Background: an optimization exercise with open tools, aiming at small area. Do not read the settings as production practice. Where RTL was checked, it was by simulation tests only, not by an equivalence proof against the original.

## lcdControllerDemonstration
module lcdControllerDemonstration
(
    input clk,
    input backLight,
    input lcdOnIn,
    input[15:0] in,
    output backLightOut,
    output[7:0] lcdBus,
    output lcdOnOut,
    output lcdReadWriteSel,
    output lcdRsSelect,
    output lcdEnableOut,
    output errorLed1,
    output errorLed2
);
==> flow/config.mk <==
export PLATFORM = sky130hd
export DESIGN_NAME = lcdControllerDemonstration
export DESIGN_NICKNAME = lcdControllerDemonstration
export VERILOG_FILES = /design/flow/design.v
export SDC_FILE = /design/flow/constraint.sdc
export NUM_CORES = 4
export LEC_CHECK = 0
export ABC_AREA = 1
export CAP_MARGIN = 20
export CORE_MARGIN = 2
export CORE_UTILIZATION = 35
export PLACE_DENSITY = 0.6
export SLEW_MARGIN = 20
==> flow/constraint.sdc <==
create_clock -name core_clock -period 20.0 [get_ports {clk}]
set_input_delay 4.0000 -clock core_clock [delete_from_list [all_inputs] [get_ports {clk}]]
set_output_delay 4.0000 -clock core_clock [all_outputs]
set_load 0.01 [all_outputs]
standard.sh (not shown) runs the stock make flow with config.mk's settings and CLKGATE_MAP_FILE= SYNTH_SCRIPT=/design/flow/synth_recipe.tcl, a recipe that flattens the netlist after the stock synthesis.
==> flow/flow/run.sh <==
#!/bin/bash
# Layout flow: the standard flow, with two changes to synthesis only:
#  - ABC maps the logic with flow/abc_area.script (area oriented) instead of
#    ORFS's abc_area.script;
#  - adders are left to ABC (ADDER_MAP_FILE empty) instead of being mapped to
#    half/full adder cells first.
# Registers are mapped exactly as in the standard synthesis.
set -uo pipefail
WORK=$(pwd)
{
  echo 'proc abc {args} {'
  echo '  set i [lsearch -exact $args -script]'
  echo "  set args [lreplace \$args \$i [expr {\$i + 1}] -script $WORK/flow/abc_area.script]"
  echo '  yosys abc {*}$args'
  echo '}'
  cat "$WORK/synth_recipe.tcl"
} > "$WORK/my_synth.tcl"
bash standard.sh SYNTH_SCRIPT="$WORK/my_synth.tcl" ADDER_MAP_FILE= synth > "$WORK/synth.log" 2>&1 || exit 1
bash standard.sh SYNTH_SCRIPT="$WORK/my_synth.tcl" ADDER_MAP_FILE= finish > "$WORK/layout.log" 2>&1 || exit 1
==> flow/flow/abc_area.script <==
strash
balance
rewrite
refactor
balance
rewrite
rewrite -z
balance
refactor -z
rewrite -z
balance
dch -f
amap
topo
The starting point ran to the end with no violations.
==> next run, changes <==
- CORE_UTILIZATION: 35 -> 65
- PLACE_DENSITY: 0.6 -> 0.85
After rerunning: The changed run produced a clean layout. Final cell count shrinks by 8.6%. Worst setup slack gets worse by 300 ps. Global-route usage rises by 12 points. Register-to-register slack gets worse by 260 ps. Sequential share of layout area is higher by 0.41 points.
No run of this note included a check of the RTL's function; only the layout flow was run.

* * *

Another version of the RTL of lcdControllerDemonstration (not shown whole).
Size in the first run: about 520 cells after synthesis.
==> flow/design.v (excerpt) <==
module lcdControllerDemonstration
(
    input clk,
    input backLight,
    input lcdOnIn,
    input[15:0] in,
    output backLightOut,
    output[7:0] lcdBus,
    output lcdOnOut,
    output lcdReadWriteSel,
    output lcdRsSelect,
    output lcdEnableOut,
    output errorLed1,
    output errorLed2
);
    localparam KADDR = 2'd1, KDATA = 2'd3, KSHIFT = 2'd2, KINIT = 2'd0;
    localparam IPOWER = 5'd22;
    function [3:0] add3(input [3:0] x);
        reg g, c0, c1, c2;
        begin
            g = x[3] | (x[2] & (x[1] | x[0]));
            add3[0] = x[0] ^ g;
            c0 = x[0] & g;
            add3[1] = x[1] ^ g ^ c0;
            c1 = (x[1] & g) | (x[1] & c0) | (g & c0);
            add3[2] = x[2] ^ c1;
            c2 = x[2] & c1;
            add3[3] = x[3] ^ c2;
        end
    endfunction
    function [3:0] digitOf(input [15:0] v, input [2:0] s);
        integer i;
        reg[35:0] n;
        begin
            n = 36'd0;
            n[15:0] = v;
            for(i = 0; i < 16; i = i + 1)
            begin
                n[19:16] = add3(n[19:16]);
                n[23:20] = add3(n[23:20]);
                n[27:24] = add3(n[27:24]);
                n[31:28] = add3(n[31:28]);
                n[35:32] = add3(n[35:32]);
                n = n << 1;
            end
            case(s)
                3'd0: digitOf = n[35:32];
  ...
export LEC_CHECK = 0
export ABC_AREA = 1
export CAP_MARGIN = 20
export CORE_MARGIN = 2
export CORE_UTILIZATION = 35
export PLACE_DENSITY = 0.6
export SLEW_MARGIN = 20
create_clock -name core_clock -period 20.0 [get_ports {clk}]
==> flow/flow/run.sh <==
#!/bin/bash
# Layout flow: the standard flow, with two changes to synthesis only:
#  - ABC maps the logic with flow/abc_area.script (area oriented) instead of
#    ORFS's abc_area.script;
#  - adders are left to ABC (ADDER_MAP_FILE empty) instead of being mapped to
#    half/full adder cells first.
# Registers are mapped exactly as in the standard synthesis.
set -uo pipefail
WORK=$(pwd)
{
  echo 'proc abc {args} {'
  echo '  set i [lsearch -exact $args -script]'
  echo "  set args [lreplace \$args \$i [expr {\$i + 1}] -script $WORK/flow/abc_area.script]"
  echo '  yosys abc {*}$args'
  echo '}'
  cat "$WORK/synth_recipe.tcl"
} > "$WORK/my_synth.tcl"
bash standard.sh SYNTH_SCRIPT="$WORK/my_synth.tcl" ADDER_MAP_FILE= MIN_BUF_CELL_AND_PORTS="sky130_fd_sc_hd__buf_1 A X" synth > "$WORK/synth.log" 2>&1 || exit 1
bash standard.sh SYNTH_SCRIPT="$WORK/my_synth.tcl" ADDER_MAP_FILE= MIN_BUF_CELL_AND_PORTS="sky130_fd_sc_hd__buf_1 A X" BUFFER_PORTS_ARGS="-buffer_cell sky130_fd_sc_hd__buf_1" finish > "$WORK/layout.log" 2>&1 || exit 1
==> flow/flow/abc_area.script <==
strash
&get -n
&deepsyn -I 3 -T 40 -t
&put
dch -f
amap
topo
==> next run, changes <==
- CAP_MARGIN: 20 -> 0
- SLEW_MARGIN: 20 -> 0
Result:
- The new run completed with no timing, DRC or antenna violations
- count of clock-buffer cells in the layout stays the same
- wire length stays the same
- final area is unchanged
- worst setup slack is unchanged
- utilization does not change
- area after synthesis does not change
- final cell count stays the same
- critical path depth is unchanged
- non-clock buffer count is unchanged
==> next run, changes <==
--- a/flow/flow/run.sh
+++ b/flow/flow/run.sh
@@ -17,3 +17,3 @@
 } > "$WORK/my_synth.tcl"
-bash standard.sh SYNTH_SCRIPT="$WORK/my_synth.tcl" ADDER_MAP_FILE= MIN_BUF_CELL_AND_PORTS="sky130_fd_sc_hd__buf_1 A X" synth > "$WORK/synth.log" 2>&1 || exit 1
-bash standard.sh SYNTH_SCRIPT="$WORK/my_synth.tcl" ADDER_MAP_FILE= MIN_BUF_CELL_AND_PORTS="sky130_fd_sc_hd__buf_1 A X" BUFFER_PORTS_ARGS="-buffer_cell sky130_fd_sc_hd__buf_1" finish > "$WORK/layout.log" 2>&1 || exit 1
+bash standard.sh SYNTH_SCRIPT="$WORK/my_synth.tcl" ADDER_MAP_FILE= synth > "$WORK/synth.log" 2>&1 || exit 1
+bash standard.sh SYNTH_SCRIPT="$WORK/my_synth.tcl" ADDER_MAP_FILE= finish > "$WORK/layout.log" 2>&1 || exit 1
- CAP_MARGIN: 0 -> 20
- SLEW_MARGIN: 0 -> 20
Via count rose by a few percent.
Synthesized area increases slightly.
Die area rose slightly.
Global-route usage goes down by 0.14 points.

## re-timing with driven ports
Ports are ideal in the flow. The routed layouts listed here were re-timed in OpenROAD.
Step 1 sets driving cells, clkbuf_16 on the clock port and buf_2 on the other inputs (assumed; they add their load-dependent delay and slew).
Step 2 times the ports against the registers' clock, not the clock port: input delays grow and output delays shrink by t, the midpoint of the rising clock arrivals with the driver on.
a / b / c = no drivers / after step 1 / after step 2; a / b = the first two.
| run | shift t [ns] | slack for setup (ns) | latest minus earliest clock arrival (ns) | worst slew at a driven data input, ns |
|---|---|---|---|---|
| the first run of note 1 | 0.309 | 5.256 / 5.255 / 4.945 | 0.007 / 0.007 | 0.06 |
| the second run of note 1 | 0.306 | 4.954 / 4.955 / 4.649 | 0.005 / 0.005 | 0.06 |
| the first run of note 2 | 0.305 | 6.274 / 6.279 / 5.973 | 0.005 / 0.005 | 0.06 |
| the second run of note 2 | 0.305 | 6.274 / 6.279 / 5.973 | 0.005 / 0.005 | 0.06 |
| the third run of note 2 | 0.306 | 5.736 / 5.741 / 5.435 | 0.008 / 0.009 | 0.06 |
After both steps every run listed still meets setup and hold. For the first run of note 1, which loses most, drivers alone change the setup slack by -0.001 ns; drivers and shift together by -0.311 ns.
